Optimization exercise on an open flow, not production practice.
RTL: at most simulated, not proved equivalent.
Function not checked: runs 4 to 6.
Power: default activity.

File: flow/config.mk
export PLATFORM = sky130hd
export DESIGN_NAME = huffman
export DESIGN_NICKNAME = huffman
export VERILOG_FILES = /design/flow/design.v
export SDC_FILE = /design/flow/constraint.sdc
export NUM_CORES = 4
export LEC_CHECK = 0
export ABC_AREA = 1
export CAP_MARGIN = 20
export CORE_MARGIN = 2
export CORE_UTILIZATION = 40
export SETUP_SLACK_MARGIN = 1.8
export SLEW_MARGIN = 20
File: flow/run.sh
#!/bin/bash
# synth_recipe.tcl (not shown) runs the flow's synth.tcl, then flattens the netlist and writes it again
# the make line also repeats each setting of config.mk as NAME=value (left out here)
make -C /OpenROAD-flow-scripts/flow DESIGN_CONFIG=/design/flow/config.mk WORK_HOME=/design/flow/orfs CLKGATE_MAP_FILE= SYNTH_SCRIPT=/design/flow/synth_recipe.tcl finish
File: flow/constraint.sdc
create_clock -name core_clock -period 4.0 [get_ports {clk}]
set_input_delay 0.8000 -clock core_clock [delete_from_list [all_inputs] [get_ports {clk}]]
set_output_delay 0.8000 -clock core_clock [all_outputs]
set_load 0.01 [all_outputs]
File: flow/design.v
module huffman(clk, reset, gray_valid, gray_data, CNT_valid, CNT1, CNT2, CNT3, CNT4, CNT5, CNT6,
               code_valid, HC1, HC2, HC3, HC4, HC5, HC6, M1, M2, M3, M4, M5, M6);
input clk;
input reset;
input gray_valid;
input [7:0] gray_data;
output reg CNT_valid;
output [7:0] CNT1, CNT2, CNT3, CNT4, CNT5, CNT6;
output reg code_valid;
output [7:0] HC1, HC2, HC3, HC4, HC5, HC6;
output [7:0] M1, M2, M3, M4, M5, M6;
reg        gv1;          
reg        run;          
reg  [3:0] tc;           
reg  [7:0] w [0:5];      
reg  [5:0] m [0:5];      
reg  [4:0] r [1:6];      
assign CNT1 = w[5]; assign CNT2 = w[0]; assign CNT3 = w[1];
assign CNT4 = w[2]; assign CNT5 = w[3]; assign CNT6 = w[4];
wire go      = run | CNT_valid;
wire step    = go & (~tc[3] | (tc[2:0] < 3'd5));    
wire combine = (tc > 4'd4) & tc[0] & (tc != 4'd13);
wire [4:0] uns;
assign uns[0] = tc < 4'd4;
assign uns[1] = tc < 4'd3;
assign uns[2] = tc < 4'd2;
assign uns[3] = tc < 4'd1;
assign uns[4] = 1'b0;
wire [5:1] lt;
genvar gi;
generate for (gi = 1; gi < 6; gi = gi + 1) begin : g_lt
  assign lt[gi] = w[gi] < w[0];
end endgenerate
wire [4:0] c = uns | lt;
wire [7:0] sum = w[0] + w[1];
always @(posedge clk or posedge reset) begin
  if (reset) begin
    gv1 <= 1'b0; CNT_valid <= 1'b0; code_valid <= 1'b0;
    run <= 1'b0; tc <= 4'd0;
  end else begin
    gv1 <= gray_valid;
    CNT_valid <= gv1 & ~gray_valid;
    if (CNT_valid) run <= 1'b1;
    if (step) tc <= tc + 4'd1;
    code_valid <= step & (tc == 4'd12);
  end
end
integer i;
always @(posedge clk) begin
  if (reset) begin
    for (i = 0; i < 6; i = i + 1) w[i] <= 8'd0;
  end else if (step) begin
    if (combine) begin
      w[0] <= sum;
      for (i = 1; i < 5; i = i + 1) w[i] <= w[i+1];
      w[5] <= 8'hff;
    end else begin
      for (i = 0; i < 5; i = i + 1)
        if (c[i]) w[i] <= w[i+1];
        else if (i == 0 || c[i-1]) w[i] <= w[0];
      if (c[4]) w[5] <= w[0];
    end
  end else if (gray_valid & ~run) begin
    for (i = 0; i < 5; i = i + 1)
      if (gray_data[2:0] == i + 2) w[i] <= w[i] + 8'd1;
    if (gray_data[2:0] == 3'd1) w[5] <= w[5] + 8'd1;
  end
end
always @* m[5] = ~(m[0] | m[1] | m[2] | m[3] | m[4]);
always @(posedge clk or posedge reset) begin
  if (reset) begin
    m[0] <= 6'b000010; m[1] <= 6'b000100; m[2] <= 6'b001000;
    m[3] <= 6'b010000; m[4] <= 6'b100000;
  end else if (step) begin
    if (combine) begin
      m[0] <= m[0] | m[1];
      for (i = 1; i < 5; i = i + 1) m[i] <= m[i+1];
    end else begin
      for (i = 0; i < 5; i = i + 1)
        if (c[i]) m[i] <= m[i+1];
        else if (i == 0 || c[i-1]) m[i] <= m[0];
    end
  end
end
function [4:0] lead(input [4:0] v);    
  lead = {v[4], v[3] & ~v[4], v[2] & ~|v[4:3], v[1] & ~|v[4:2], v[0] & ~|v[4:1]};
endfunction
function [4:0] add_bit(input [4:0] v, input b);   
  reg [4:0] l;
  begin
    l = lead(v);
    add_bit = (v & ~l) | (l & {5{b}}) | {l[3:0], 1'b0};
  end
endfunction
genvar k;
generate for (k = 1; k <= 6; k = k + 1) begin : g_lvl
  wire a = m[0][k-1];
  wire b = m[1][k-1];
  always @(posedge clk or posedge reset) begin
    if (reset) r[k] <= 5'b00001;
    else if (step & combine & (a | b)) r[k] <= add_bit(r[k], a);
  end
end endgenerate
function [7:0] mask_of(input [4:0] v);
  mask_of = {3'b000, |v[4], |v[4:3], |v[4:2], |v[4:1], 1'b1};   
endfunction
function [7:0] code_of(input [4:0] v, input b);
  code_of = {3'b000, v & ({1'b0, |v[4], |v[4:3], |v[4:2], |v[4:1]} | {5{b}})};
endfunction
assign M1 = mask_of(r[1]); assign HC1 = code_of(r[1], m[0][0]);
assign M2 = mask_of(r[2]); assign HC2 = code_of(r[2], m[0][1]);
assign M3 = mask_of(r[3]); assign HC3 = code_of(r[3], m[0][2]);
assign M4 = mask_of(r[4]); assign HC4 = code_of(r[4], m[0][3]);
assign M5 = mask_of(r[5]); assign HC5 = code_of(r[5], m[0][4]);
assign M6 = mask_of(r[6]); assign HC6 = code_of(r[6], m[0][5]);
endmodule
==> summary.txt, run 1 <==
- Result of the run: complete, no violations
- Clock sink count: 116
- Initial cell density of the core: 40.88%
- Count of cell types in the netlist: 47
- Number of CTS-inserted buffers: 17
- Highest ir drop seen on vdd: 0.5415 mV
- Crit path DAT: 2.61 ns
- Number of inserted diodes: 0
- Worst-path clk slew: 0.06 ns
- Total of flip-flops plus latches after synthesis: 116
- Post-synth top flop: sky130_fd_sc_hd__dfrtp_1
- Number of hold buffers added after cts: 0
- Post-Route Setup TNS: 0 ns
- Summed area of non-filler cells in the final layout: 0.01213 mm²
- Final HPWL from detailed placement: 17.88 mm
- Number of placed I/O pins: 157
- H-tree depth: 4
- Post-route clock skew: 0.008738 ns
- Max Transition Viols Final: 0
- Core occupancy in the finished layout: 57.32%
- Syn Area/Cell: 6.627 µm²
- Setup repair after global routing missed its margin: true
- Number of detailed-route iterations in the first pass: 6
- Vias: 9308
- Cell count after synthesis: 1305
- Core Box Area: 0.02115 mm²
- Number of buffers added on ports: 109
- Maximum count of clock buffers along a single path: 2
- Cell area after technology mapping: 0.008648 mm²
- Routed WL per cell: 15.99 µm
- CP required: 4.32 ns
- Worst hold path class: flop to flop
- Share of flip-flops with an asynchronous set or reset: 58.62%
- GRT Total Usage: 24.63%
- Critical path's most frequent cell: sky130_fd_sc_hd__nand2_1
- Grt total ovfl: 0
- Cells on worst reg2reg path: 14
- Number of global-route vias before repair: 8442
- Root buf cell: sky130_fd_sc_hd__clkbuf_16
- Drt total wl: 28.80 mm
- DRC violations left: 0
- First-pass GRT wire length: 43.82 mm
- Warning count from the yosys run: 6
- Finished Layout Cells: 1801
- Number of gates on the worst path with buffers counted: 14
- Slew of the pin with the lowest slew margin: 0.5224 ns
- Setup crit end kind: flop
- Proportion of layout cells with a drive suffix above 1: 26.28%
- CP Cell Sequence: clkinvlp_4, buf_6, ha_4, nand2_2, nor2_1, nor3_4, nand2_4, buf_12, nand3_4, o21ai_4, buf_4, inv_2, nand2_1, nand2_1
- Pin count of the biggest net entering global routing: 59
- Area of the die: 0.02281 mm²
- Insertion delay of the later-clocked pin in the worst-skew pair: 0.43 ns
- Number of cells on the worst hold path: 2
- Static power due to leakage: 6.419 nW
- CP Class: flop to flop
- Largest incremental delay on the critical path: 0.38 ns
- Sw power: 6.342 mW
- Total of max-cap violations: 0
- Number of nets at the end of the flow: 1577
- Slowest CP cell: sky130_fd_sc_hd__dfxtp_4
- Category of the worst setup path launch point: flop
- Fraction of the cycle the final worst path needs: 57.44%
- Maximum clock frequency: 435.2 MHz
- Overall power of the completed layout: 12.54 mW
- Detailed Route Iter0 Violations: 669
- Post-route antenna net violation count: 0
- CTS tree: yes
- Final hold viol count: 0
- Number of enable flip-flop cells after synthesis: 0
- Average vias per placed instance: 5.168
- Clock share of power: 12.2%
- Normalized max-slew margin: 65.18%
- Dpl cells: 1662
- Flop pwr share: 16.6%
- Final GP Congestion: 0.8863
- Share of the yosys chip area belonging to registers: 30.95%
- Pwr/cell area: 1034 mW/mm²
- Die width: 151.0 µm
- Internal portion of total power: 6.194 mW
- Min cycle time layout: 2.298 ns
- Initial antenna violation count: 0
- Worst path bufs/invs: 5
- Gate family responsible for the most delay along the worst path: simple AND/OR/NAND/NOR gates
- Final setup violation count: 0
- Placed cell area: 0.009796 mm²
- Die Y-Extent: 151.0 µm
- Worst-path fanout max: 6
- Std cell rows: 53
- Area growth syn-to-layout: 40.21%
- Share of total power consumed by net switching: 50.59%
- Logic gate share of total power: 71.1%
[state kept, by name, indices dropped and copies added (netlist names), named ones only]
name        count
m              30
gv1             1
w              48
code_valid      1
tc              4
run             1
CNT_valid       1
r              24
[layout make-up]
cell class	instances	area [µm²]
fill	1961	9029
multi-input combinational	989	5665
sequential	116	2749
timing repair buffer	228	2113
inverter	161	670.6
clock buffer	17	425.4
tap	275	344.1
clock inverter	15	157.7
[per-layer routing]
metal | share of wire (%) | up-vias | GRT usage, % | wire, µm
met5 | 0 | - | 0 | 0
met4 | 2.9 | 0 | 10.56 | 846
met3 | 6.0 | 68 | 3.614 | 1715
met2 | 48 | 340 | 41.07 | 13790
met1 | 43 | 4317 | 31.83 | 12440
li1 | - | 4583 | - | -
[stage by stage]
step | setup slack [ns] | hold slack [ns]
finish | 1.702 | 0.4546
floorplan | 1.801 | 0.4340
global route | 1.573 | 0.5037
CTS | 1.609 | 0.4581
global placement | 1.130 | 0.4360
detailed placement | 1.134 | 0.4450
[logic make-up after synthesis]
kind of cell | Yosys count | share of synthesized area (%)
DFF | 116 | 30.95
buffers and inverters | 243 | 13.41
xor gates and xnor gates | 16 | 1.620
adders and majority gates | 53 | 7.755
AOI/OAI and AO/OA | 203 | 13.02
muxes | 1 | 0.1302
other | 2 | 0.08684
and+or+nand+nor | 671 | 33.03
[placed cells by master (no fill, tap or decap), drive strengths merged, types with 2 or more instances in the layout]
cell type	Yosys	routed
a211oi	7	7
buf	76	132
bufinv	0	2
o211ai	8	8
ha	52	52
xnor2	2	2
a21oi	35	35
nor3	19	19
o21a	4	4
clkinvlp	0	8
conb	2	42
dfrtp	57	57
nand3	92	93
dfxtp	48	48
dlygate4sd2	0	31
clkdlybuf4s15	0	7
nor2	182	182
nand4	25	26
o21ai	128	128
xor2	14	14
o221ai	3	3
dfstp	11	11
clkbuf	6	38
dlymetal6s2s	0	13
clkinv	4	8
nand2	350	351
o22ai	13	13
clkdlybuf4s50	0	24
inv	157	158
[repair_timing]
action	in CTS	in global routing
pin swaps	33	58
cloned	7	3
gates resized for setup	280	182
buffers inserted	53	44
endpoints found under the setup margin	205	165
[power by group through the flow]
stage	Combinational [mW]	Clock, mW	Sequential [mW]
after detailed placement	6.18	0	2.04
after global placement	6.11	0	2.04
after global routing	9.77	1.61	2.14
after floorplan	4.55	0	1.99
final	8.91	1.53	2.09
after CTS	7.64	1.55	2.05
[worst register-to-register path, cell delays in order (launching register included)]
cell                         delay, ns
sky130_fd_sc_hd__dfxtp_4          0.38
sky130_fd_sc_hd__clkinvlp_4       0.14
sky130_fd_sc_hd__buf_6            0.16
sky130_fd_sc_hd__ha_4             0.27
sky130_fd_sc_hd__nand2_2          0.06
sky130_fd_sc_hd__nor2_1           0.19
sky130_fd_sc_hd__nor3_4           0.07
sky130_fd_sc_hd__nand2_4          0.09
sky130_fd_sc_hd__buf_12           0.10
sky130_fd_sc_hd__nand3_4          0.12
sky130_fd_sc_hd__o21ai_4          0.26
sky130_fd_sc_hd__buf_4            0.17
sky130_fd_sc_hd__inv_2            0.06
sky130_fd_sc_hd__nand2_1          0.06
sky130_fd_sc_hd__nand2_1          0.05
[cell usage after synthesis, types with 2 or more instances]
master                       n  area, µm²
sky130_fd_sc_hd__dfxtp_1    48      960.9
sky130_fd_sc_hd__nor2_2      4      25.02
sky130_fd_sc_hd__xor2_1     14      122.6
sky130_fd_sc_hd__nor2_1    172      645.6
sky130_fd_sc_hd__ha_1       52      650.6
sky130_fd_sc_hd__nand2_4     3      33.78
sky130_fd_sc_hd__nand2_2     7      43.79
sky130_fd_sc_hd__nand4_1    23      143.9
sky130_fd_sc_hd__dfrtp_1    57       1426
sky130_fd_sc_hd__nand2_1   340       1276
sky130_fd_sc_hd__clkinv_1    4      15.01
sky130_fd_sc_hd__o21ai_0   123      615.6
sky130_fd_sc_hd__o22ai_1    13      81.33
sky130_fd_sc_hd__nor3_1     18      90.09
sky130_fd_sc_hd__buf_6       4      45.04
sky130_fd_sc_hd__a21oi_2     3      26.28
sky130_fd_sc_hd__o221ai_1    3      26.28
sky130_fd_sc_hd__o21ai_1     2      10.01
sky130_fd_sc_hd__nand3_1    92      460.4
sky130_fd_sc_hd__inv_1     150      563.0
sky130_fd_sc_hd__buf_4      52      390.4
sky130_fd_sc_hd__o21a_1      4      30.03
sky130_fd_sc_hd__a21oi_1    32      160.2
sky130_fd_sc_hd__buf_1       2      7.510
sky130_fd_sc_hd__inv_2       7      26.28
sky130_fd_sc_hd__conb_1      2      7.510
sky130_fd_sc_hd__a211oi_1    7      52.55
sky130_fd_sc_hd__nor2_4      6      67.56
sky130_fd_sc_hd__dfstp_2    11      289.0
sky130_fd_sc_hd__xnor2_1     2      17.52
sky130_fd_sc_hd__clkbuf_1    6      22.52
sky130_fd_sc_hd__buf_2      18      90.09
sky130_fd_sc_hd__o21ai_2     3      26.28
sky130_fd_sc_hd__o211ai_1    8      60.06
[path summary, 6_finish.rpt]
| check | startpoint | end | slack [ns] |
|---|---|---|---|
| max in group asynchronous | reset | asynchronous set/reset pin | 2.06 |
| max | w[0][7] | m[3][0] | 1.70 |
| min | gv1 | CNT_valid | 0.45 |
| max reg2reg | w[0][7] | m[3][0] | 1.70 |
| min in group asynchronous | reset | m[2][2] | 1.05 |
| min reg2reg | gv1 | CNT_valid | 0.45 |
Testbench counts, summed over its fixed seeds: cycles 22,080, images 192.
==> run 2: changes to the inputs <==
--- a/flow/config.mk
+++ b/flow/config.mk
@@ -9,5 +9,5 @@
 export CAP_MARGIN = 20
 export CORE_MARGIN = 2
 export CORE_UTILIZATION = 40
-export SETUP_SLACK_MARGIN = 1.8
+export SETUP_SLACK_MARGIN = 1.4
 export SLEW_MARGIN = 20
==> run 2 against run 1 <==
Still clean. Design area is 11% lower. First-iteration DRC count is 24% lower. Non-clock buffer count is 86 lower. Critical path type is now flop to output port. Critical endpoint is now HC6[0]. Largest cell class unchanged. Largest power group unchanged.
==> summary.txt, run 2 <==
- Result of the run: complete, no violations
- Pwr/cell area: 961.6 mW/mm²
- CP Class: flop to output port
- Worst-path clk slew: 0.06 ns
- Number of hold buffers added after cts: 0
- Die Y-Extent: 151.0 µm
- Number of cells on the worst hold path: 2
- Startpoint of the lowest-slack hold path: gv1
- Number of detailed-route iterations in the first pass: 5
- Insertion delay of the later-clocked pin in the worst-skew pair: 0.43 ns
- Area growth syn-to-layout: 25.22%
- Largest registers: w x48, m x30, r x24
- H-tree depth: 4
- Normalized max-slew margin: 47.07%
- Worst-path fanout max: 3
- Setup repair after global routing missed its margin: true
- Pin count of the biggest net entering global routing: 67
- Setup crit end kind: output port
- Std cell rows: 53
- Cell count after synthesis: 1305
- Reg-to-reg critical path endpoint: w[0][6]
- Post-synth top flop: sky130_fd_sc_hd__dfrtp_1
- Final GP Congestion: 0.8755
- Die width: 151.0 µm
- Slowest CP cell: sky130_fd_sc_hd__clkdlybuf4s50_1
- Highest ir drop seen on vdd: 0.4260 mV
- CP required: 3.20 ns
- Crit path DAT: 1.76 ns
- Post-synth top cells: sky130_fd_sc_hd__nand2_1, sky130_fd_sc_hd__nor2_1, sky130_fd_sc_hd__inv_1
- Startpoint of the worst register-to-register path: w[0][5]
- Number of inserted diodes: 0
- Worst path bufs/invs: 2
- Placed cell area: 0.009778 mm²
- Clock sink count: 116
- Total of max-cap violations: 0
- Initial cell density of the core: 40.88%
- Slew of the pin with the lowest slew margin: 0.7940 ns
- Post-Route Setup TNS: 0 ns
- Fraction of the mapped netlist area in compound gates: 13.02%
- Maximum clock frequency: 390.2 MHz
- Post-synthesis cell type with the largest combined area: sky130_fd_sc_hd__dfrtp_1
- Finished Layout Cells: 1714
- Drt total wl: 25.61 mm
- Number of global-route vias before repair: 7802
- Count of fill cells added during filler insertion: 2129
- Average vias per placed instance: 5.118
- Most frequent standard cell in the layout excluding fill and tap cells: sky130_fd_sc_hd__nand2_1
- Share of flip-flops with an asynchronous set or reset: 58.62%
- Worst Hold Margin: 0.4611 ns
- Gate family responsible for the most delay along the worst path: buffers and inverters
- Total of flip-flops plus latches after synthesis: 116
- Routed WL per cell: 14.94 µm
- Worst hold path class: flop to flop
- Number of flip-flops in the largest register: 48
- Proportion of layout cells with a drive suffix above 1: 10.70%
- Core Box Area: 0.02115 mm²
- Share of the yosys chip area belonging to registers: 30.95%
- DRC violations left: 0
- XOR/XNOR Fraction of Synth Area: 1.620%
- CTS tree: yes
- Maximum count of clock buffers along a single path: 2
- Detailed Route Iter0 Violations: 507
- Leading cell type by number of instances after synthesis: sky130_fd_sc_hd__nand2_1
- Category of the worst setup path launch point: flop
- First-pass GRT wire length: 40.77 mm
- Fraction of synthesized cell area taken by the top area cell type: 16.49%
- Hold Path End: CNT_valid
- Final hold viol count: 0
- Post-route clock skew: 0.01085 ns
- Min cycle time layout: 2.563 ns
- Max Transition Viols Final: 0
- GRT Total Usage: 22.78%
- Number of nets at the end of the flow: 1490
- Final HPWL from detailed placement: 17.79 mm
- Number of CTS-inserted buffers: 17
- CP Cell Sequence: nor2_2, nand3_1, o21ai_2, inv_1, clkdlybuf4s50_1
- Summed area of non-filler cells in the final layout: 0.01083 mm²
- Largest incremental delay on the critical path: 0.46 ns
- Dpl cells: 1660
- Warning count from the yosys run: 6
- Area of the die: 0.02281 mm²
- Synth area leaders: sky130_fd_sc_hd__dfrtp_1, sky130_fd_sc_hd__nand2_1, sky130_fd_sc_hd__dfxtp_1
- Root buf cell: sky130_fd_sc_hd__clkbuf_16
- Register name with the most flops: w
- Number of placed I/O pins: 157
- Cells on worst reg2reg path: 15
- Arithmetic-cell share of the synthesized area counting full adders, half adders and majority gates: 7.755%
- Cell area after technology mapping: 0.008648 mm²
- Main combinational cell family by area after synthesis: simple AND/OR/NAND/NOR gates
- Grt total ovfl: 0
- Number of buffers added on ports: 109
- R2R Setup Slk: 1.52 ns
- Count of cell types in the netlist: 47
- Initial antenna violation count: 0
- Most used cells in the layout excluding fill and tap cells: sky130_fd_sc_hd__nand2_1, sky130_fd_sc_hd__nor2_1, sky130_fd_sc_hd__inv_1
- Number of enable flip-flop cells after synthesis: 0
- Post-route antenna net violation count: 0
- Static power due to leakage: 5.603 nW
- Vias: 8773
- Fraction of the cycle the final worst path needs: 64.07%
- Synth Area in Simple Gates: 33.03%
- Syn Area/Cell: 6.627 µm²
- Final setup violation count: 0
- Post-synthesis mux area share: 0.1302%
## run 2: changes by cell type in the layout (fill, tap and decap cells not counted), moves of 15 or more
cell	delta
sky130_fd_sc_hd__inv_1	+15
sky130_fd_sc_hd__buf_4	-54
sky130_fd_sc_hd__dfxtp_2	-28
sky130_fd_sc_hd__buf_6	-23
sky130_fd_sc_hd__clkbuf_2	-18
sky130_fd_sc_hd__dlygate4sd2_1	-25
sky130_fd_sc_hd__nand2_1	+25
sky130_fd_sc_hd__nand2_2	-17
sky130_fd_sc_hd__clkdlybuf4s50_1	+71
sky130_fd_sc_hd__dfxtp_1	+35
## run 2: per-layer routing
metal / vias up / global-route usage, % / share of wire, % / routed length (µm)
met1: 4050 / 29.93 / 45 / 11420
met3: 52 / 3.735 / 6.1 / 1552
met5: - / 0 / 0 / 0
li1: 4391 / - / - / -
met2: 280 / 37.93 / 47 / 11990
met4: 0 / 8.084 / 2.5 / 652
## run 2: cell type report
type / instances / area, µm² / share of cell area, %
clock buffers: 17 / 425.4 / 3.928
clock inverters: 15 / 216.5 / 1.999
inverters: 161 / 629.4 / 5.812
multi-input cells: 988 / 5140 / 47.46
flip-flops and latches: 116 / 2686 / 24.81
well taps: 275 / 344.1 / 3.177
repair buffers: 142 / 1388 / 12.81
## run 2: tightest hold or removal path, delay by kind of cell (launching register included)
family | cells | cell delay [ns]
flip-flops | 1 | 0.32
AND/OR/NAND/NOR | 1 | 0.07
buffers and inverters | 1 | 0.03
## run 2: metrics by stage
stage	util (%)	setup WS (ns)	total power [mW]
2_1_floorplan	-	1.577	6.533
3_3_place_gp	46.22	0.8744	8.139
3_5_place_dp	46.22	0.8958	8.208
4_1_cts	50.36	1.377	10.15
5_1_grt	51.19	1.341	11.39
6_report	51.19	1.437	10.41
## run 2: how the worst max path moves through the flow
stage                     startpoint  endpoint  cells after the start
after global placement       w[0][6]   w[4][2]                     10
after floorplan                reset   w[0][0]                      5
after global routing         w[0][5]   w[0][4]                     15
after detailed placement     w[0][6]   w[4][2]                     10
final                        r[6][4]    HC6[0]                      5
after CTS                    w[0][7]   w[3][1]                     14
## run 2: timing repair
item	CTS	global route
gates resized for setup	49	33
gates cloned	1	1
setup endpoints to repair	94	88
endpoints found under the hold margin	0	0
pin swaps	7	5
setup buffers	14	6
## run 2: cells by family (layout without fill, tap and decap cells)
logic type	count (synthesis)	after routing
and+or+nand+nor	671	673
buffers and inverters	243	335
AOI/OAI and AO/OA	203	203
DFF	116	116
adders and majority gates	53	53
xor gates and xnor gates	16	16
other	2	42
muxes	1	1
## run 2: report_power, final
part	switching, mW	total (mW)	internal, mW
logic	4.31	6.67	2.36
clock network	0.621	1.68	1.06
registers	0.486	2.06	1.58
total	5.41	10.4	5.00
==> run 3: changes to the inputs <==
--- a/flow/config.mk
+++ b/flow/config.mk
@@ -5,9 +5,9 @@
 export SDC_FILE = /design/flow/constraint.sdc
 export NUM_CORES = 4
 export LEC_CHECK = 0
-export ABC_AREA = 1
 export CAP_MARGIN = 20
 export CORE_MARGIN = 2
 export CORE_UTILIZATION = 40
-export SETUP_SLACK_MARGIN = 1.4
+export PLACE_DENSITY = 0.75
+export SETUP_SLACK_MARGIN = 1.3
 export SLEW_MARGIN = 20
==> run 3 against run 2 <==
Global-route usage is essentially flat. Clock power shrank 3%. Flip-flop and latch count is the same. First-iteration DRC count grew 36%. Die area shrank 1.5%. Total power shrank 1.5%. Non-clock buffer count grew 84. Wire length grew 4.8%.
==> summary.txt, run 3 <==
- Result of the run: complete, no violations
- Largest incremental delay on the critical path: 0.43 ns
- CP required: 3.20 ns
- DRC violations left: 0
- Final setup violation count: 0
- Drt total wl: 26.83 mm
- Share of the yosys chip area belonging to registers: 31.42%
- Warning count from the yosys run: 6
- Die Y-Extent: 149.9 µm
- Area of the die: 0.02248 mm²
- Post-Route Setup TNS: 0 ns
- Most used cells in the layout excluding fill and tap cells: sky130_fd_sc_hd__buf_4, sky130_fd_sc_hd__a21oi_1, sky130_fd_sc_hd__clkdlybuf4s50_1
- Initial antenna violation count: 0
- Cells on worst reg2reg path: 10
- Total of max-cap violations: 0
- Worst-path clk slew: 0.06 ns
- GRT Total Usage: 22.80%
- CP Class: flop to output port
- Number of detailed-route iterations in the first pass: 6
- Average vias per placed instance: 5.744
- Proportion of layout cells with a drive suffix above 1: 21.90%
- Worst setup margin: 1.247 ns
- Worst hold path class: flop to flop
- Pin count of the biggest net entering global routing: 65
- Pwr/cell area: 911.8 mW/mm²
- Final hold viol count: 0
- Synth area leaders: sky130_fd_sc_hd__dfrtp_1, sky130_fd_sc_hd__dfxtp_1, sky130_fd_sc_hd__ha_1
- Normalized max-slew margin: 44.71%
- Number of flip-flops in the largest register: 48
- Worst-path fanout max: 4
- CTS tree: yes
- Count of cell types in the netlist: 83
- Number of CTS-inserted buffers: 17
- Number of hold buffers added after cts: 0
- Core occupancy in the finished layout: 53.66%
- First-pass GRT wire length: 40.65 mm
- Maximum count of clock buffers along a single path: 2
- Syn Area/Cell: 8.082 µm²
- Count of fill cells added during filler insertion: 1903
- CP Cell Sequence: nor2_4, inv_2, nor2_4, inv_2, or2_2, nor2_2, nor2_1, clkdlybuf4s15_1
- Vias: 8713
- Setup crit end kind: output port
- Sw power: 4.883 mW
- Cell count after synthesis: 1054
- Highest ir drop seen on vdd: 0.5927 mV
- Startpoint of the worst register-to-register path: w[0][3]
- Area growth syn-to-layout: 32.01%
- Sequential standard cell area: 0.002703 mm²
- R2R Setup Slk: 1.30 ns
- Core Box Area: 0.02096 mm²
- Number of placed I/O pins: 157
- Min cycle time layout: 2.753 ns
- Cell area after technology mapping: 0.008518 mm²
- Post-synth top cells: sky130_fd_sc_hd__a21oi_1, sky130_fd_sc_hd__nor2_1, sky130_fd_sc_hd__nand2_1
- Category of the worst setup path launch point: flop
- Fraction of the cycle the final worst path needs: 68.83%
- Post-route antenna net violation count: 0
- Insertion delay of the later-clocked pin in the worst-skew pair: 0.42 ns
- Detailed Route Iter0 Violations: 691
- Area occupied by multi-input gates: 0.005374 mm²
- Worst slack after detailed placement: 0.9334 ns
- Number of nets at the end of the flow: 1293
- Share of flip-flops with an asynchronous set or reset: 58.62%
- Reg-to-reg critical path endpoint: w[1][7]
- Flop pwr share: 20.3%
- Leading cell type by number of instances after synthesis: sky130_fd_sc_hd__a21oi_1
- Gate family responsible for the most delay along the worst path: simple AND/OR/NAND/NOR gates
- Number of inserted diodes: 0
- Grt total ovfl: 0
- Placed cell area: 0.009614 mm²
- Post-route clock skew: 0.006924 ns
- Internal portion of total power: 5.370 mW
- Clock share of power: 15.9%
- Slowest CP cell: sky130_fd_sc_hd__dfrtp_2
- H-tree depth: 4
- Crit path DAT: 1.95 ns
- Number of global-route vias before repair: 7797
- Max Transition Viols Final: 0
- Maximum clock frequency: 363.2 MHz
- Most frequent standard cell in the layout excluding fill and tap cells: sky130_fd_sc_hd__buf_4
- Post-synthesis cell type with the largest combined area: sky130_fd_sc_hd__dfrtp_1
- Final GP Congestion: 0.8693
- Register name with the most flops: w
- Final HPWL from detailed placement: 16.72 mm
- Number of enable flip-flop cells after synthesis: 0
- Summed area of non-filler cells in the final layout: 0.01124 mm²
- Post-synth top flop: sky130_fd_sc_hd__dfrtp_1
- Total of flip-flops plus latches after synthesis: 116
- Fraction of synthesized cell area taken by the top area cell type: 16.75%
- Largest registers: w x48, m x30, r x24
- Root buf cell: sky130_fd_sc_hd__clkbuf_16
- Slew of the pin with the lowest slew margin: 0.8294 ns
- Worst path bufs/invs: 3
- Share of total power consumed by net switching: 47.63%
- Logic gate share of total power: 63.8%
- Die width: 149.9 µm
- Initial cell density of the core: 40.65%
- Routed WL per cell: 17.69 µm
- Number of buffers added on ports: 109
- Setup repair after global routing missed its margin: true
- Static power due to leakage: 4.726 nW
- Clock sink count: 116
- Std cell rows: 53
- Number of cells on the worst hold path: 2
-- run 3: repair_timing --
| action | CTS | global route |
|---|---|---|
| pin swaps | 15 | 11 |
| setup endpoints to repair | 87 | 83 |
| resized for setup | 65 | 59 |
| buffers inserted | 66 | 27 |
| cloned | 0 | 0 |
-- run 3: power by group through the flow --
stage / Clock, mW / Sequential [mW] / Combinational [mW]
2_1_floorplan: 0 / 1.89 / 4.18
3_3_place_gp: 0 / 2.07 / 5.26
3_5_place_dp: 0 / 2.08 / 5.39
4_1_cts: 1.64 / 2.07 / 5.85
5_1_grt: 1.70 / 2.14 / 7.09
6_report: 1.63 / 2.08 / 6.54
-- run 3: cells by family after synthesis --
kind of cell / share of synthesized area, %
other cells: 0.08816
mux: 3.804
buf+inv: 10.43
compound gates: 26.91
fa+ha+maj: 7.873
xor+xnor: 1.131
simple gates: 18.35
flops: 31.42
-- run 3: metrics by stage --
stage | total power [mW] | cells | hold slack (ns)
finish | 10.25 | 1517 | 0.4684
global route | 10.93 | 1517 | 0.4865
CTS | 9.562 | 1490 | 0.4667
detailed placement | 7.468 | 1392 | 0.4569
global placement | 7.332 | 1392 | 0.4473
floorplan | 6.069 | 1094 | 0.4385
-- run 3: how the worst max path moves through the flow --
stage | from | to | cells past startpoint
floorplan | w[0][5] | w[3][2] | 11
global placement | w[0][5] | w[0][1] | 8
detailed placement | tc[0] | w[4][0] | 9
CTS | r[4][3] | HC4[0] | 8
global route | r[4][3] | HC4[0] | 8
finish | r[4][3] | HC4[0] | 8
-- run 3: routing by layer --
metal	up-vias	GRT usage, %	part of all wire (%)
met5	-	0	0
met4	0	9.104	3.8
met3	81	4.573	8.2
met2	410	37.15	46
met1	4139	29.63	42
li1	4083	-	-
-- run 3: cell type report --
cell class	instances	share of cell area [%]
Clock buffer	20	3.972
Clock inverter	12	1.602
Inverter	57	2.014
Multi-Input combinational cell	811	47.79
Sequential cell	116	24.03
Tap cell	275	3.060
Timing Repair Buffer	226	17.53
-- run 3: worst register-to-register path, stage by stage (launching register included) --
cell	delay, ns
sky130_fd_sc_hd__dfxtp_1	0.33
sky130_fd_sc_hd__inv_1	0.22
sky130_fd_sc_hd__ha_4	0.37
sky130_fd_sc_hd__o211ai_1	0.16
sky130_fd_sc_hd__a2111oi_4	0.47
sky130_fd_sc_hd__o211ai_1	0.18
sky130_fd_sc_hd__a2bb2oi_1	0.21
sky130_fd_sc_hd__buf_4	0.18
sky130_fd_sc_hd__clkbuf_4	0.20
sky130_fd_sc_hd__a21oi_1	0.06
sky130_fd_sc_hd__o32ai_1	0.22
==> run 4: changes to the inputs <==
--- a/flow/design.v
+++ b/flow/design.v
@@ -4,7 +4,7 @@
 input reset;
 input gray_valid;
 input [7:0] gray_data;
-output reg CNT_valid;
+output CNT_valid;
 output [7:0] CNT1, CNT2, CNT3, CNT4, CNT5, CNT6;
 output reg code_valid;
 output [7:0] HC1, HC2, HC3, HC4, HC5, HC6;
@@ -17,6 +17,7 @@
 reg  [4:0] r [1:6];      
 assign CNT1 = w[5]; assign CNT2 = w[0]; assign CNT3 = w[1];
 assign CNT4 = w[2]; assign CNT5 = w[3]; assign CNT6 = w[4];
+assign CNT_valid = gv1 & ~gray_valid;
 wire go      = run | CNT_valid;
 wire step    = go & (~tc[3] | (tc[2:0] < 3'd5));    
 wire combine = (tc > 4'd4) & tc[0] & (tc != 4'd13);
@@ -35,11 +36,10 @@
 wire [7:0] sum = w[0] + w[1];
 always @(posedge clk or posedge reset) begin
   if (reset) begin
-    gv1 <= 1'b0; CNT_valid <= 1'b0; code_valid <= 1'b0;
+    gv1 <= 1'b0; code_valid <= 1'b0;
     run <= 1'b0; tc <= 4'd0;
   end else begin
     gv1 <= gray_valid;
-    CNT_valid <= gv1 & ~gray_valid;
     if (CNT_valid) run <= 1'b1;
     if (step) tc <= tc + 4'd1;
     code_valid <= step & (tc == 4'd12);
==> flow/flow/run.sh (new file) <==
#!/bin/bash
# The standard layout (the standard.sh, which runs ORFS with the standard
# synthesis), except that the port buffers are the platform's smallest
# buffer instead of the delay cell buffer_ports picks by default. Every port
# still gets its own buffer. make's full output goes to standard.log here;
# ORFS keeps each step's log under orfs/logs.
set -euo pipefail
bash standard.sh "BUFFER_PORTS_ARGS=-buffer_cell sky130_fd_sc_hd__buf_1" finish > standard.log 2>&1
==> flow/standard.sh (new file) <==
#!/bin/bash
# synth_recipe.tcl (not shown) runs the flow's synth.tcl, then flattens the netlist and writes it again
# the make line also repeats each setting of config.mk as NAME=value (left out here)
make -C /OpenROAD-flow-scripts/flow DESIGN_CONFIG=/design/flow/config.mk WORK_HOME=/design/flow/orfs CLKGATE_MAP_FILE= SYNTH_SCRIPT=/design/flow/synth_recipe.tcl "${@:-finish}"
--- a/flow/config.mk
+++ b/flow/config.mk
@@ -5,9 +5,10 @@
 export SDC_FILE = /design/flow/constraint.sdc
 export NUM_CORES = 4
 export LEC_CHECK = 0
+export ABC_AREA = 1
 export CAP_MARGIN = 20
 export CORE_MARGIN = 2
 export CORE_UTILIZATION = 40
-export PLACE_DENSITY = 0.75
-export SETUP_SLACK_MARGIN = 1.3
+export CTS_BUF_LIST = sky130_fd_sc_hd__clkbuf_8
+export SETUP_SLACK_MARGIN = 1.5
 export SLEW_MARGIN = 20
removed: flow/run.sh
==> run 4 against run 3 <==
Critical path depth grew 4. Non-clock buffer count shrank 77. Total power down 74%. Setup slack improved by 0.33 ns. Die area up 2.1%. Via count fell by 1.4%. Maximum frequency rose by 14%. Hold slack improved by 0.014 ns. Clock power shrank 26%. Clock-buffer cell count decreased by 1.
==> summary.txt, run 4 <==
- CP required: 4.34 ns
- Final setup violation count: 0
- Count of fill cells added during filler insertion: 2256
- Synth area leaders: sky130_fd_sc_hd__dfrtp_1, sky130_fd_sc_hd__nand2_1, sky130_fd_sc_hd__dfxtp_1
- Grt total ovfl: 0
- Most frequent standard cell in the layout excluding fill and tap cells: sky130_fd_sc_hd__nand2_1
- Clock sink count: 115
- Maximum count of clock buffers along a single path: 2
- Final HPWL from detailed placement: 17.02 mm
- Leading cell type by number of instances after synthesis: sky130_fd_sc_hd__nand2_1
- Dpl cells: 1656
- Register name with the most flops: w
- Pwr/cell area: 261.7 mW/mm²
- Number of placed I/O pins: 157
- Post-route clock skew: 0.01769 ns
- Finished Layout Cells: 1721
- Number of global-route vias before repair: 7724
- Gate family responsible for the most delay along the worst path: simple AND/OR/NAND/NOR gates
- Area growth syn-to-layout: 15.32%
- Average vias per placed instance: 4.992
- Share of flip-flops with an asynchronous set or reset: 58.26%
- CTS tree: yes
- Number of nets at the end of the flow: 1497
- Drt total wl: 24.76 mm
- Proportion of layout cells with a drive suffix above 1: 11.13%
- Worst hold path class: flop to flop
- Initial antenna violation count: 0
- Worst slack after detailed placement: 0.8849 ns
- CP Cell Sequence: clkinvlp_4, buf_6, ha_1, nand2_1, nor2_2, nand2_2, a21oi_4, nand2_4, nand2_8, clkinvlp_4, o211ai_1, nand2_1
- Largest registers: w x48, m x30, r x24
- First-pass GRT wire length: 38.54 mm
- Fraction of the cycle the final worst path needs: 60.51%
- Max Transition Viols Final: 0
- Slowest CP cell: sky130_fd_sc_hd__dfxtp_4
- Worst setup margin: 1.580 ns
- Cell area after technology mapping: 0.008698 mm²
- Setup repair after global routing missed its margin: true
- Final hold viol count: 0
- Normalized max-slew margin: 49.15%
- Static power due to leakage: 5.003 nW
- Count of cell types in the netlist: 49
- Total of max-cap violations: 0
- Placed cell area: 0.009092 mm²
- Post-synth top cells: sky130_fd_sc_hd__nand2_1, sky130_fd_sc_hd__inv_1, sky130_fd_sc_hd__nor2_1
- Slew of the pin with the lowest slew margin: 0.7628 ns
- Core occupancy in the finished layout: 47.42%
- Vias: 8591
- Largest incremental delay on the critical path: 0.38 ns
- GRT Total Usage: 21.48%
- Initial cell density of the core: 41.12%
- Std cell rows: 53
- Worst path bufs/invs: 3
- Worst-path fanout max: 7
- Maximum clock frequency: 413.2 MHz
- Insertion delay of the later-clocked pin in the worst-skew pair: 0.46 ns
- Min cycle time layout: 2.420 ns
- Routed WL per cell: 14.39 µm
- Cell count after synthesis: 1307
- Number of CTS-inserted buffers: 17
- Number of enable flip-flop cells after synthesis: 0
- Setup crit end kind: flop
- Total of flip-flops plus latches after synthesis: 115
- Number of buffers added on ports: 109
- Crit path DAT: 2.76 ns
- DRC violations left: 0
- Core Box Area: 0.02115 mm²
- Post-Route Setup TNS: 0 ns
- CP Class: flop to flop
- Die Y-Extent: 151.5 µm
- Post-route antenna net violation count: 0
- Area of the die: 0.02294 mm²
- Result of the run: complete, no violations
- Warning count from the yosys run: 6
- Number of hold buffers added after cts: 0
- Post-synthesis cell type with the largest combined area: sky130_fd_sc_hd__dfrtp_1
- Most used cells in the layout excluding fill and tap cells: sky130_fd_sc_hd__nand2_1, sky130_fd_sc_hd__inv_1, sky130_fd_sc_hd__nor2_1
- Fraction of synthesized cell area taken by the top area cell type: 16.11%
- Pin count of the biggest net entering global routing: 90
- Post-synth top flop: sky130_fd_sc_hd__dfrtp_1
- Summed area of non-filler cells in the final layout: 0.01003 mm²
- Number of inserted diodes: 0
- Worst-path clk slew: 0.09 ns
- Detailed Route Iter0 Violations: 478
- Category of the worst setup path launch point: flop
- Final GP Congestion: 0.8712
- Syn Area/Cell: 6.655 µm²
- Number of flip-flops in the largest register: 48
- Number of detailed-route iterations in the first pass: 5
- H-tree depth: 4
- Die width: 151.5 µm
- Share of the yosys chip area belonging to registers: 30.48%
- Root buf cell: sky130_fd_sc_hd__clkbuf_8
- Highest ir drop seen on vdd: 0.1970 mV
## run 4: kinds of logic after synthesis
| group | synth area share (%) |
|---|---|
| other | 0.08634 |
| and+or+nand+nor | 30.65 |
| DFF | 30.48 |
| xor gates and xnor gates | 1.208 |
| muxes | 0.1294 |
| adders and majority gates | 7.710 |
| buffers and inverters | 14.64 |
| AOI/OAI and AO/OA | 15.09 |
## run 4: per-stage QoR
step                hold slack [ns]  total power [mW]
floorplan                    0.4534             1.426
global placement             0.4715             1.437
detailed placement           0.4756             1.440
CTS                          0.4790             2.648
global route                 0.4821             2.732
finish                       0.4825             2.625
## run 4: final timing paths
| path | startpoint | end | slack [ns] | cells past startpoint |
|---|---|---|---|---|
| max in group asynchronous | reset | asynchronous set/reset pin | 2.57 | 3 |
| min in group asynchronous | reset | gv1 | 0.51 | 2 |
| setup reg to reg | w[0][7] | m[3][0] | 1.58 | 12 |
| setup / recovery | w[0][7] | m[3][0] | 1.58 | 12 |
| hold / removal | m[4][5] | m[4][5] | 0.48 | 2 |
| hold reg to reg | m[4][5] | m[4][5] | 0.48 | 2 |
## run 4: what timing repair did
| action | in CTS | in global routing |
|---|---|---|
| pin swaps | 4 | 7 |
| gates cloned | 1 | 3 |
| setup buffers | 18 | 11 |
| setup endpoints to repair | 85 | 81 |
| endpoints found under the hold margin | 0 | 0 |
| resized for setup | 31 | 45 |
## run 4: power breakdown
group	total (mW)	internal, mW	switching (mW)
clock	1.21	0.657	0.553
combinational	0.159	0.0473	0.112
sequential	1.26	1.21	0.0464
## run 4: area by class of cell
class	instances	area (µm²)	area share (%)
clock buffers	19	261.5	2.607
clock inverters	13	171.4	1.709
inverters	181	720.7	7.185
multi-input cells	969	5139	51.23
flip-flops and latches	115	2669	26.61
well taps	275	344.1	3.430
repair buffers	149	725.7	7.235
## run 4: per-layer routing
layer / global-route usage (%) / vias to the layer above / share of wire (%) / wire length (µm)
met1: 27.62 / 3964 / 45 / 11050
met3: 3.563 / 29 / 5.5 / 1371
li1: - / 4389 / - / -
met4: 6.449 / 0 / 1.9 / 468
met5: 0 / - / 0 / 0
met2: 36.99 / 209 / 48 / 11870
## run 4: worst register-to-register path, delay by kind of cell, from the launching register on
kind	cells	cell delay (ns)
compound gates	2	0.37
fa+ha+maj	1	0.29
flops	1	0.38
simple gates	6	0.68
buf+inv	3	0.56
==> run 5: changes to the inputs <==
--- a/flow/design.v
+++ b/flow/design.v
@@ -27,13 +27,44 @@
 assign uns[2] = tc < 4'd2;
 assign uns[3] = tc < 4'd1;
 assign uns[4] = 1'b0;
+function lt8(input [7:0] a, input [7:0] b);   
+  reg [7:0] l, g;
+  reg [3:0] l1, g1;
+  reg [1:0] l2, g2;
+  integer j;
+  begin
+    l = ~a & b;
+    g = a & ~b;
+    for (j = 0; j < 4; j = j + 1) begin
+      l1[j] = l[2*j+1] | ~g[2*j+1] & l[2*j];
+      g1[j] = g[2*j+1] | ~l[2*j+1] & g[2*j];
+    end
+    for (j = 0; j < 2; j = j + 1) begin
+      l2[j] = l1[2*j+1] | ~g1[2*j+1] & l1[2*j];
+      g2[j] = g1[2*j+1] | ~l1[2*j+1] & g1[2*j];
+    end
+    lt8 = l2[1] | ~g2[1] & l2[0];
+  end
+endfunction
 wire [5:1] lt;
 genvar gi;
 generate for (gi = 1; gi < 6; gi = gi + 1) begin : g_lt
-  assign lt[gi] = w[gi] < w[0];
+  assign lt[gi] = lt8(w[gi], w[0]);
 end endgenerate
 wire [4:0] c = uns | lt;
 wire [7:0] sum = w[0] + w[1];
+reg  [7:0] wsel;
+always @* begin
+  case (gray_data[2:0])
+    3'd1: wsel = w[5];
+    3'd2: wsel = w[0];
+    3'd3: wsel = w[1];
+    3'd4: wsel = w[2];
+    3'd5: wsel = w[3];
+    default: wsel = w[4];
+  endcase
+end
+wire [7:0] winc = wsel + 8'd1;
 always @(posedge clk or posedge reset) begin
   if (reset) begin
     gv1 <= 1'b0; code_valid <= 1'b0;
@@ -62,8 +93,8 @@
     end
   end else if (gray_valid & ~run) begin
     for (i = 0; i < 5; i = i + 1)
-      if (gray_data[2:0] == i + 2) w[i] <= w[i] + 8'd1;
-    if (gray_data[2:0] == 3'd1) w[5] <= w[5] + 8'd1;
+      if (gray_data[2:0] == i + 2) w[i] <= winc;
+    if (gray_data[2:0] == 3'd1) w[5] <= winc;
   end
 end
 always @* m[5] = ~(m[0] | m[1] | m[2] | m[3] | m[4]);
==> run 5 against run 4 <==
Still clean. Area after synthesis down 5.4%. Clock-buffer cell count down 2. Utilization down 0.92 points. Design area down 6.2%. Clock skew down 0.0046 ns. Non-clock buffer count down 10. Hold slack about the same. Setup slack better by 0.047 ns. Sequential power down 9%. Flip-flop and latch count unchanged. Critical path type unchanged.
==> summary.txt, run 5 <==
- Summed area of non-filler cells in the final layout: 0.009409 mm²
- Warning count from the yosys run: 6
- Register name with the most flops: w
- Number of detailed-route iterations in the first pass: 5
- Initial antenna violation count: 0
- DRC violations left: 0
- Setup repair after global routing missed its margin: false
- Proportion of layout cells with a drive suffix above 1: 11.57%
- Highest ir drop seen on vdd: 0.1996 mV
- Number of CTS-inserted buffers: 17
- Cell area after technology mapping: 0.008229 mm²
- Final setup violation count: 0
- Flop pwr share: 47.7%
- Post-Route Setup TNS: 0 ns
- Area of the die: 0.02174 mm²
- Most used cells in the layout excluding fill and tap cells: sky130_fd_sc_hd__nand2_1, sky130_fd_sc_hd__inv_1, sky130_fd_sc_hd__o21ai_0
- CP Class: flop to flop
- Result of the run: complete, no violations
- Total of flip-flops plus latches after synthesis: 115
- Number of flip-flops in the largest register: 48
- Average vias per placed instance: 5.123
- Number of placed I/O pins: 157
- Area occupied by multi-input gates: 0.004518 mm²
- Clock sink count: 115
- Category of the worst setup path launch point: flop
- Leading cell type by number of instances after synthesis: sky130_fd_sc_hd__nand2_1
- Grt total ovfl: 0
- Share of flip-flops with an asynchronous set or reset: 58.26%
- Std cell rows: 52
- Fraction of synthesized cell area taken by the top area cell type: 17.03%
- Insertion delay of the later-clocked pin in the worst-skew pair: 0.46 ns
- Number of nets at the end of the flow: 1417
- Number of buffers added on ports: 109
- Post-synthesis cell type with the largest combined area: sky130_fd_sc_hd__dfrtp_1
- Max Transition Viols Final: 0
- Worst setup margin: 1.627 ns
- GRT Total Usage: 23.22%
- Drt total wl: 25.42 mm
- Normalized max-slew margin: 39.53%
- Worst-path clk slew: 0.08 ns
- Worst-path fanout max: 14
- CP required: 4.33 ns
- Final HPWL from detailed placement: 18.56 mm
- Pin count of the biggest net entering global routing: 84
- Sw power: 629.2 µW
- Post-route antenna net violation count: 0
- CTS tree: yes
- Pwr/cell area: 257.4 mW/mm²
- First-pass GRT wire length: 40.17 mm
- Count of cell types in the netlist: 41
- Sequential standard cell area: 0.002669 mm²
- Static power due to leakage: 4.594 nW
- Detailed Route Iter0 Violations: 503
- Number of enable flip-flop cells after synthesis: 0
- Core Box Area: 0.02023 mm²
- Cell count after synthesis: 1268
- Initial cell density of the core: 40.67%
- Fraction of the cycle the final worst path needs: 59.33%
- Final hold viol count: 0
- Count of fill cells added during filler insertion: 2142
- Post-synth top flop: sky130_fd_sc_hd__dfrtp_1
- Share of the yosys chip area belonging to registers: 32.22%
- Total of max-cap violations: 0
- Post-route clock skew: 0.01308 ns
- Most frequent standard cell in the layout excluding fill and tap cells: sky130_fd_sc_hd__nand2_1
- Die width: 147.4 µm
- Number of global-route vias before repair: 7646
- Crit path DAT: 2.70 ns
- Final GP Congestion: 0.9521
- Area growth syn-to-layout: 14.34%
- Logic gate share of total power: 5.3%
- Maximum clock frequency: 421.4 MHz
- Setup crit end kind: flop
- Largest registers: w x48, m x30, r x24
- Vias: 8514
- Root buf cell: sky130_fd_sc_hd__clkbuf_8
- Clock share of power: 47.0%
- Min cycle time layout: 2.373 ns
- Placed cell area: 0.008691 mm²
- H-tree depth: 4
- Syn Area/Cell: 6.490 µm²
- Synth area leaders: sky130_fd_sc_hd__dfrtp_1, sky130_fd_sc_hd__nand2_1, sky130_fd_sc_hd__dfxtp_1
- Routed WL per cell: 15.30 µm
- Share of total power consumed by net switching: 25.98%
- Die Y-Extent: 147.4 µm
- Number of inserted diodes: 0
- Worst Hold Margin: 0.4824 ns
- Worst slack after detailed placement: 0.7090 ns
- Post-synth top cells: sky130_fd_sc_hd__nand2_1, sky130_fd_sc_hd__inv_1, sky130_fd_sc_hd__o21ai_0
- Maximum count of clock buffers along a single path: 2
- Slew of the pin with the lowest slew margin: 0.9070 ns
- Internal portion of total power: 1.793 mW
- Worst hold path class: primary input to flop
==> run 5: layout make-up <==
class,count,area share (%)
Multi-Input combinational cell,892,48.02
Clock buffer,17,2.487
Clock inverter,15,1.795
Timing Repair Buffer,139,6.995
Inverter,214,8.750
Tap cell,270,3.590
Sequential cell,115,28.36
==> run 5: what timing repair did <==
action	CTS	global route
resized for setup	23	50
setup buffers	2	14
pin swaps	1	4
setup endpoints to repair	91	101
hold buffers	0	0
gates cloned	0	0
==> run 5: per-stage QoR <==
stage	utilization (%)	power (mW)	instances
after floorplan	-	1.300	1308
after global placement	42.95	1.300	1614
after detailed placement	42.95	1.300	1614
after CTS	45.35	2.447	1648
after global routing	46.50	2.522	1662
final	46.50	2.422	1662
==> run 5: logic make-up (layout without fill, tap and decap cells) <==
group / after synthesis / in the layout / synth area share (%)
multiplexers: 1 / 1 / 0.1368
AO/OA/AOI/OAI: 286 / 286 / 18.98
buffers and inverters: 301 / 385 / 16.54
adder cells (fa/ha/maj): 27 / 27 / 4.196
XOR/XNOR: 4 / 4 / 0.4257
other: 2 / 42 / 0.09126
flip-flops: 115 / 115 / 32.22
AND/OR/NAND/NOR: 532 / 532 / 27.41
==> run 5: layer usage <==
metal	track usage, %	share of wire, %	vias to the layer above
met5	0	0	-
met4	8.173	2.7	0
met3	4.043	5.4	55
met2	38.32	47	305
met1	30.81	45	3943
li1	-	-	4211
==> run 5: critical path, cell delays in order (launching register included) <==
cell	delay (ns)
sky130_fd_sc_hd__dfrtp_1	0.41
sky130_fd_sc_hd__buf_4	0.14
sky130_fd_sc_hd__o21ai_0	0.18
sky130_fd_sc_hd__nand2_1	0.12
sky130_fd_sc_hd__inv_2	0.27
sky130_fd_sc_hd__nand2_2	0.23
sky130_fd_sc_hd__o21ai_1	0.38
sky130_fd_sc_hd__inv_2	0.21
sky130_fd_sc_hd__o21ai_0	0.23
sky130_fd_sc_hd__a31oi_1	0.07
==> run 5: final timing paths <==
check                      cells after the start       start                          to  slack [ns]
max                                            9       tc[1]                     w[5][6]        1.63
min                                            1  gray_valid                         gv1        0.48
max in group asynchronous                      3       reset  asynchronous set/reset pin        2.41
max reg2reg                                    9       tc[1]                     w[5][6]        1.63
min in group asynchronous                      2       reset                     r[2][1]        0.64
min reg2reg                                    1         run                         run        0.48
==> run 5: power groups by stage <==
stage	Sequential, mW	Clock (mW)	Combinational, mW
after CTS	1.16	1.17	0.121
after global placement	1.18	0	0.121
after global routing	1.15	1.22	0.143
after floorplan	1.18	0	0.121
final	1.15	1.14	0.129
after detailed placement	1.18	0	0.121
==> run 6: changes to the inputs <==
--- a/flow/config.mk
+++ b/flow/config.mk
@@ -9,6 +9,5 @@
 export CAP_MARGIN = 20
 export CORE_MARGIN = 2
 export CORE_UTILIZATION = 40
-export CTS_BUF_LIST = sky130_fd_sc_hd__clkbuf_8
 export SETUP_SLACK_MARGIN = 1.5
 export SLEW_MARGIN = 20
==> run 6 against run 5 <==
Synthesized cell count stayed put. First-iteration DRC count is 21% higher. Flip-flop and latch count stayed put. Combinational power hardly changed. Sequential power hardly changed. Maximum frequency is 2.1% lower. Hold slack worse by 0.0040 ns. Register-to-register slack worse by 0.05 ns. Wire length is 0.10% higher. Setup slack worse by 0.051 ns. Via count hardly changed. Global-route usage hardly changed. Highest routed layer unchanged.
==> summary.txt, run 6 <==
- Main combinational cell family by area after synthesis: simple AND/OR/NAND/NOR gates
- Die Y-Extent: 147.4 µm
- Grt total ovfl: 0
- Share of flip-flops with an asynchronous set or reset: 58.26%
- Most frequent standard cell in the layout excluding fill and tap cells: sky130_fd_sc_hd__nand2_1
- Cell count after synthesis: 1268
- Met2 capacity usage during global routing: 37.78%
- Die width: 147.4 µm
- Critical path's most frequent cell: sky130_fd_sc_hd__o211ai_1
- Number of nets at the end of the flow: 1417
- GRT Total Usage: 23.20%
- Worst-path fanout max: 12
- Post-route clock skew: 0.008020 ns
- Most congested layer reported by global routing: met2
- H-tree depth: 4
- Arithmetic-cell share of the synthesized area counting full adders, half adders and majority gates: 4.196%
- Proportion of layout cells with a drive suffix above 1: 11.49%
- First-pass GRT wire length: 39.99 mm
- Total of max-cap violations: 0
- Warning count from the yosys run: 6
- Min cycle time layout: 2.424 ns
- Number of flip-flops in the largest register: 48
- Area of the die: 0.02174 mm²
- Clock sink count: 115
- Post-synth top cells: sky130_fd_sc_hd__nand2_1, sky130_fd_sc_hd__inv_1, sky130_fd_sc_hd__o21ai_0
- GR Layer Usage met1: 30.52%
- Setup crit end kind: flop
- Worst setup margin: 1.576 ns
- Post-synthesis mux area share: 0.1368%
- Post-synth top flop: sky130_fd_sc_hd__dfrtp_1
- Static power due to leakage: 4.677 nW
- Number of enable flip-flop cells after synthesis: 0
- Number of inserted diodes: 0
- Post-Route Setup TNS: 0 ns
- Reg-to-reg critical path endpoint: m[2][0]
- Hold Path End: run
- Startpoint of the lowest-slack hold path: run
- Number of detailed-route iterations in the first pass: 5
- CP Class: flop to flop
- XOR/XNOR Fraction of Synth Area: 0.4257%
- Startpoint of the worst register-to-register path: w[0][7]
- Count of cell types in the netlist: 41
- Worst Hold Margin: 0.4784 ns
- Maximum clock frequency: 412.6 MHz
- Synth Area in Simple Gates: 27.41%
- Dpl cells: 1614
- Placed cell area: 0.008691 mm²
- Final setup violation count: 0
- Slowest CP cell: sky130_fd_sc_hd__dfxtp_4
- Slew of the pin with the lowest slew margin: 0.9086 ns
- Area growth syn-to-layout: 16.65%
- Leading cell type by number of instances after synthesis: sky130_fd_sc_hd__nand2_1
- Pin count of the biggest net entering global routing: 84
- Detailed Route Iter0 Violations: 610
- Largest registers: w x48, m x30, r x24
- CTS tree: yes
- Share of the yosys chip area belonging to registers: 32.22%
- Result of the run: complete, no violations
- Synth area leaders: sky130_fd_sc_hd__dfrtp_1, sky130_fd_sc_hd__nand2_1, sky130_fd_sc_hd__dfxtp_1
- Post-route antenna net violation count: 0
- Pwr/cell area: 296.6 mW/mm²
- Vias: 8520
- Fraction of synthesized cell area taken by the top area cell type: 17.03%
- Number of buffers added on ports: 109
- Most used cells in the layout excluding fill and tap cells: sky130_fd_sc_hd__nand2_1, sky130_fd_sc_hd__inv_1, sky130_fd_sc_hd__o21ai_0
- Final GP Congestion: 0.9521
- Initial antenna violation count: 0
- Number of placed I/O pins: 157
- Insertion delay of the later-clocked pin in the worst-skew pair: 0.42 ns
- Category of the worst setup path launch point: flop
- DRC violations left: 0
- Std cell rows: 52
- Initial cell density of the core: 40.67%
- Root buf cell: sky130_fd_sc_hd__clkbuf_16
- Number of cells on the worst hold path: 1
- Post-synthesis cell type with the largest combined area: sky130_fd_sc_hd__dfrtp_1
- R2R Setup Slk: 1.58 ns
- Core occupancy in the finished layout: 47.44%
- Average vias per placed instance: 5.126
- Cell area after technology mapping: 0.008229 mm²
- Number of global-route vias before repair: 7653
- Worst hold path class: flop to flop
- Maximum count of clock buffers along a single path: 2
- Number of CTS-inserted buffers: 17
- Largest incremental delay on the critical path: 0.38 ns
- Crit path DAT: 2.71 ns
- Summed area of non-filler cells in the final layout: 0.009599 mm²
- Highest ir drop seen on vdd: 0.2669 mV
- Routed WL per cell: 15.31 µm
- Syn Area/Cell: 6.490 µm²
- Finished Layout Cells: 1662
- Max Transition Viols Final: 0
- Fraction of the mapped netlist area in compound gates: 18.98%
- Drt total wl: 25.45 mm
- Total of flip-flops plus latches after synthesis: 115
- Fraction of the cycle the final worst path needs: 60.60%
- Cells on worst reg2reg path: 10
- Register name with the most flops: w
- Overall power of the completed layout: 2.847 mW
- Worst-path clk slew: 0.06 ns
- CP Cell Sequence: inv_2, nand2_1, nand3_1, o211ai_1, nor2_1, nand3_2, o21ai_2, inv_1, o211ai_1, o21ai_1
- Setup repair after global routing missed its margin: true
- Normalized max-slew margin: 39.43%
- Global-route track usage on met3: 4.136%
- Core Box Area: 0.02023 mm²
- CP required: 4.29 ns
- Worst slack after detailed placement: 0.7090 ns
- Final hold viol count: 0
- Final HPWL from detailed placement: 18.56 mm
[run 6: per-layer routing]
metal	up-vias	share of wire [%]	wire, µm
met1	3931	44	11100
met2	314	47	11850
met5	-	0	0
met3	62	6.6	1688
li1	4213	-	-
met4	0	3.2	815
[run 6: worst max path at each step]
stage                            start      end  slack [ns]  depth (start not counted)
after floorplan           gray_data[2]  w[3][4]        1.52                         18
after global placement    gray_data[0]  w[3][4]        0.76                         17
after detailed placement  gray_data[0]  w[3][4]        0.71                         17
after CTS                 gray_data[2]  w[3][4]        1.52                         17
after global routing      gray_data[1]  w[3][4]        1.48                         18
final                          w[0][7]  m[2][0]        1.58                         10
[run 6: critical path, delay by kind of cell (launching register included)]
family	cells	cell delay [ns]
AO/OA/AOI/OAI	4	0.67
AND/OR/NAND/NOR	4	0.81
buffers and inverters	2	0.43
flip-flops	1	0.38
[run 6: what timing repair did]
item,4_1_cts,5_1_grt
hold buffers,0,0
pin swaps,1,4
endpoints found under the setup margin,93,100
setup buffers,2,14
resized for setup,24,49
[run 6: logic make-up after synthesis]
kind of cell    after synthesis
buf+inv                     301
xor+xnor                      4
mux                           1
compound gates              286
simple gates                532
fa+ha+maj                    27
flops                       115
other cells                   2
[run 6: final cells by class]
class / instances / area [µm²]
Clock buffer: 20 / 436.7
Clock inverter: 12 / 157.7
Fill cell: 2127 / 10640
Inverter: 214 / 820.8
Multi-Input combinational cell: 892 / 4522
Sequential cell: 115 / 2675
Tap cell: 270 / 337.8
Timing Repair Buffer: 139 / 649.4
[run 6: power by group]
part | total [mW] | switching (mW) | internal (mW) | leakage, nW
Clock | 1.56 | 0.580 | 0.980 | 0.281
Combinational | 0.131 | 0.102 | 0.0297 | 3.35
Sequential | 1.15 | 0.000103 | 1.15 | 1.05
==> run 7: changes to the inputs <==
--- a/flow/design.v
+++ b/flow/design.v
@@ -98,7 +98,7 @@
   end
 end
 always @* m[5] = ~(m[0] | m[1] | m[2] | m[3] | m[4]);
-always @(posedge clk or posedge reset) begin
+always @(posedge clk) begin
   if (reset) begin
     m[0] <= 6'b000010; m[1] <= 6'b000100; m[2] <= 6'b001000;
     m[3] <= 6'b010000; m[4] <= 6'b100000;
@@ -127,7 +127,7 @@
 generate for (k = 1; k <= 6; k = k + 1) begin : g_lvl
   wire a = m[0][k-1];
   wire b = m[1][k-1];
-  always @(posedge clk or posedge reset) begin
+  always @(posedge clk) begin
     if (reset) r[k] <= 5'b00001;
     else if (step & combine & (a | b)) r[k] <= add_bit(r[k], a);
   end
--- a/flow/config.mk
+++ b/flow/config.mk
@@ -9,5 +9,6 @@
 export CAP_MARGIN = 20
 export CORE_MARGIN = 2
 export CORE_UTILIZATION = 40
+export CTS_BUF_LIST = sky130_fd_sc_hd__clkbuf_8
 export SETUP_SLACK_MARGIN = 1.5
 export SLEW_MARGIN = 20
==> run 7 against run 6 <==
Sequential share of layout area is 2.4 points lower. Utilization hardly changed. Area after synthesis is 2.7% lower. Register-to-register slack better by 0.05 ns. Critical endpoint is now w[1][6].
==> summary.txt, run 7 <==
- Maximum count of clock buffers along a single path: 2
- Worst-path clk slew: 0.07 ns
- Number of flip-flops in the largest register: 48
- Synth area leaders: sky130_fd_sc_hd__dfxtp_1, sky130_fd_sc_hd__nand2_1, sky130_fd_sc_hd__o21ai_0
- Cell area after technology mapping: 0.008008 mm²
- Normalized max-slew margin: 61.92%
- Number of placed I/O pins: 157
- Post-synth top flop: sky130_fd_sc_hd__dfxtp_1
- Placed cell area: 0.008452 mm²
- Min cycle time layout: 2.379 ns
- Post-synth top cells: sky130_fd_sc_hd__nand2_1, sky130_fd_sc_hd__inv_1, sky130_fd_sc_hd__nor2_1
- Post-route clock skew: 0.01695 ns
- Final HPWL from detailed placement: 18.58 mm
- Flop pwr share: 47.7%
- Highest ir drop seen on vdd: 0.1939 mV
- CP Class: primary input to flop
- Hold Path End: m[4][3]
- Warning count from the yosys run: 6
- Syn Area/Cell: 6.136 µm²
- First-pass GRT wire length: 40.41 mm
- Leading cell type by number of instances after synthesis: sky130_fd_sc_hd__nand2_1
- Insertion delay of the later-clocked pin in the worst-skew pair: 0.47 ns
- Worst hold path class: flop to flop
- DRC violations left: 0
- Start point of the critical path: gray_data[2]
- Post-route antenna net violation count: 0
- Vias: 8609
- Die Y-Extent: 145.5 µm
- CP required: 4.37 ns
- GRT Total Usage: 24.05%
- Register name with the most flops: w
- Proportion of layout cells with a drive suffix above 1: 10.44%
- Area growth syn-to-layout: 15.72%
- Result of the run: complete, no violations
- Worst Hold Margin: 0.4700 ns
- Reg-to-reg critical path endpoint: w[1][4]
- Final hold viol count: 0
- Number of hold buffers added after cts: 0
- Critical path's most frequent cell: sky130_fd_sc_hd__nand2_1
- Number of nets at the end of the flow: 1452
- Max Transition Viols Final: 0
- Root buf cell: sky130_fd_sc_hd__clkbuf_8
- Area of the die: 0.02117 mm²
- Most frequent standard cell in the layout excluding fill and tap cells: sky130_fd_sc_hd__nand2_1
- CP Cell Sequence: buf_1, buf_4, inv_4, nand2_2, nor2_4, buf_4, nand2_1, nand2_1, nor2_1, a21oi_2, ha_4, nand2_1, nor2_4, nand3_1, nand3_4, nand3_1, nand2_1, inv_1
- Cell count after synthesis: 1305
- Core occupancy in the finished layout: 47.46%
- Number of detailed-route iterations in the first pass: 7
- Clock share of power: 46.6%
- Setup crit end kind: flop
- Number of CTS-inserted buffers: 17
- Die width: 145.5 µm
- Slowest CP cell: sky130_fd_sc_hd__a21oi_2
- Initial antenna violation count: 0
- Total of flip-flops plus latches after synthesis: 115
- Number of cells on the worst hold path: 2
- Largest registers: w x48, m x30, r x24
- Share of the yosys chip area belonging to registers: 29.19%
- Post-Route Setup TNS: 0 ns
- Largest incremental delay on the critical path: 0.20 ns
- Total of max-cap violations: 0
- R2R Setup Slk: 1.63 ns
- Overall power of the completed layout: 2.398 mW
- Fraction of the cycle the final worst path needs: 59.47%
- Most used cells in the layout excluding fill and tap cells: sky130_fd_sc_hd__nand2_1, sky130_fd_sc_hd__inv_1, sky130_fd_sc_hd__nor2_1
- Setup repair after global routing missed its margin: true
- Initial cell density of the core: 41.01%
- Sw power: 637.5 µW
- Drt total wl: 25.89 mm
- Count of cell types in the netlist: 43
- Detailed Route Iter0 Violations: 814
- Slew of the pin with the lowest slew margin: 0.5674 ns
- Fraction of synthesized cell area taken by the top area cell type: 27.00%
- Startpoint of the worst register-to-register path: tc[0]
- Std cell rows: 51
- Cells on worst reg2reg path: 12
- Final GP Congestion: 0.9328
- Grt total ovfl: 0
- Share of flip-flops with an asynchronous set or reset: 6.087%
- Summed area of non-filler cells in the final layout: 0.009266 mm²
- H-tree depth: 4
- Final setup violation count: 0
- Worst path bufs/invs: 5
- Post-synthesis cell type with the largest combined area: sky130_fd_sc_hd__dfxtp_1
- Maximum clock frequency: 420.4 MHz
- Routed WL per cell: 15.30 µm
- Internal portion of total power: 1.761 mW
- Worst-path fanout max: 10
- Logic gate share of total power: 5.7%
- Crit path DAT: 2.75 ns
- Gate family responsible for the most delay along the worst path: simple AND/OR/NAND/NOR gates
- Number of global-route vias before repair: 7698
- Clock sink count: 115
- Core Box Area: 0.01953 mm²
- Static power due to leakage: 4.384 nW
- CTS tree: yes
- Pin count of the biggest net entering global routing: 76
- Number of enable flip-flop cells after synthesis: 0
- Number of buffers added on ports: 109
- Pwr/cell area: 258.8 mW/mm²
- Share of total power consumed by net switching: 26.58%
- Average vias per placed instance: 5.088
-- run 7: metal layers --
| layer | track usage, % | share of wire (%) |
|---|---|---|
| met1 | 30.62 | 43 |
| met2 | 39.81 | 47 |
| met3 | 5.486 | 7.3 |
| met4 | 8.971 | 2.7 |
| met5 | 0 | 0 |
-- run 7: power by group through the flow --
| stage | registers [mW] | logic, mW | clock network [mW] |
|---|---|---|---|
| floorplan | 1.17 | 0.119 | 0 |
| CTS | 1.14 | 0.122 | 1.14 |
| finish | 1.14 | 0.136 | 1.12 |
| global route | 1.14 | 0.149 | 1.20 |
| detailed placement | 1.17 | 0.118 | 0 |
| global placement | 1.17 | 0.117 | 0 |
-- run 7: metrics by stage --
stage,setup WS (ns),cells
6_report,1.621,1692
5_1_grt,1.471,1692
4_1_cts,1.434,1681
3_5_place_dp,0.6407,1642
3_3_place_gp,0.6562,1642
2_1_floorplan,1.529,1345
-- run 7: worst register-to-register path: stages, from the launching register on --
cell                       delay, ns
sky130_fd_sc_hd__dfrtp_2        0.44
sky130_fd_sc_hd__inv_1          0.09
sky130_fd_sc_hd__ha_1           0.19
sky130_fd_sc_hd__inv_1          0.16
sky130_fd_sc_hd__o211ai_1       0.20
sky130_fd_sc_hd__nor2_4         0.29
sky130_fd_sc_hd__nor2_4         0.11
sky130_fd_sc_hd__nand2_1        0.10
sky130_fd_sc_hd__nand3_1        0.06
sky130_fd_sc_hd__buf_4          0.19
sky130_fd_sc_hd__inv_1          0.19
sky130_fd_sc_hd__nand3_1        0.10
sky130_fd_sc_hd__and2_1         0.16
-- run 7: worst max path at each step --
| stage | depth (start not counted) | endpoint | slack (ns) |
|---|---|---|---|
| floorplan | 14 | w[1][4] | 1.53 |
| global placement | 16 | w[2][4] | 0.66 |
| detailed placement | 16 | w[2][4] | 0.64 |
| CTS | 10 | r[6][2] | 1.43 |
| global route | 13 | w[1][3] | 1.47 |
| finish | 18 | w[1][6] | 1.62 |
-- run 7: repair_timing --
item | 4_1_cts | 5_1_grt
buffers inserted | 7 | 11
pin swaps | 5 | 5
endpoints found under the setup margin | 92 | 100
gates resized for setup | 32 | 62
-- run 7: kinds of logic after synthesis --
kind of cell / Yosys count / synth area share, %
AO/OA/AOI/OAI: 313 / 21.41
XOR/XNOR: 5 / 0.5469
other: 2 / 0.09378
buffers and inverters: 286 / 16.25
adder cells (fa/ha/maj): 27 / 4.312
AND/OR/NAND/NOR: 557 / 28.20
flip-flops: 115 / 29.19
-- run 7: area by class of cell --
class / count / area (µm²)
fill: 2140 / 10260
multi-input combinational: 944 / 4760
sequential: 115 / 2356
inverter: 197 / 752.0
timing repair buffer: 139 / 671.9
tap: 265 / 331.6
clock buffer: 19 / 261.5
clock inverter: 13 / 133.9
Testbench counts of run 7, summed over its fixed seeds: cycles 21,888, images 192.
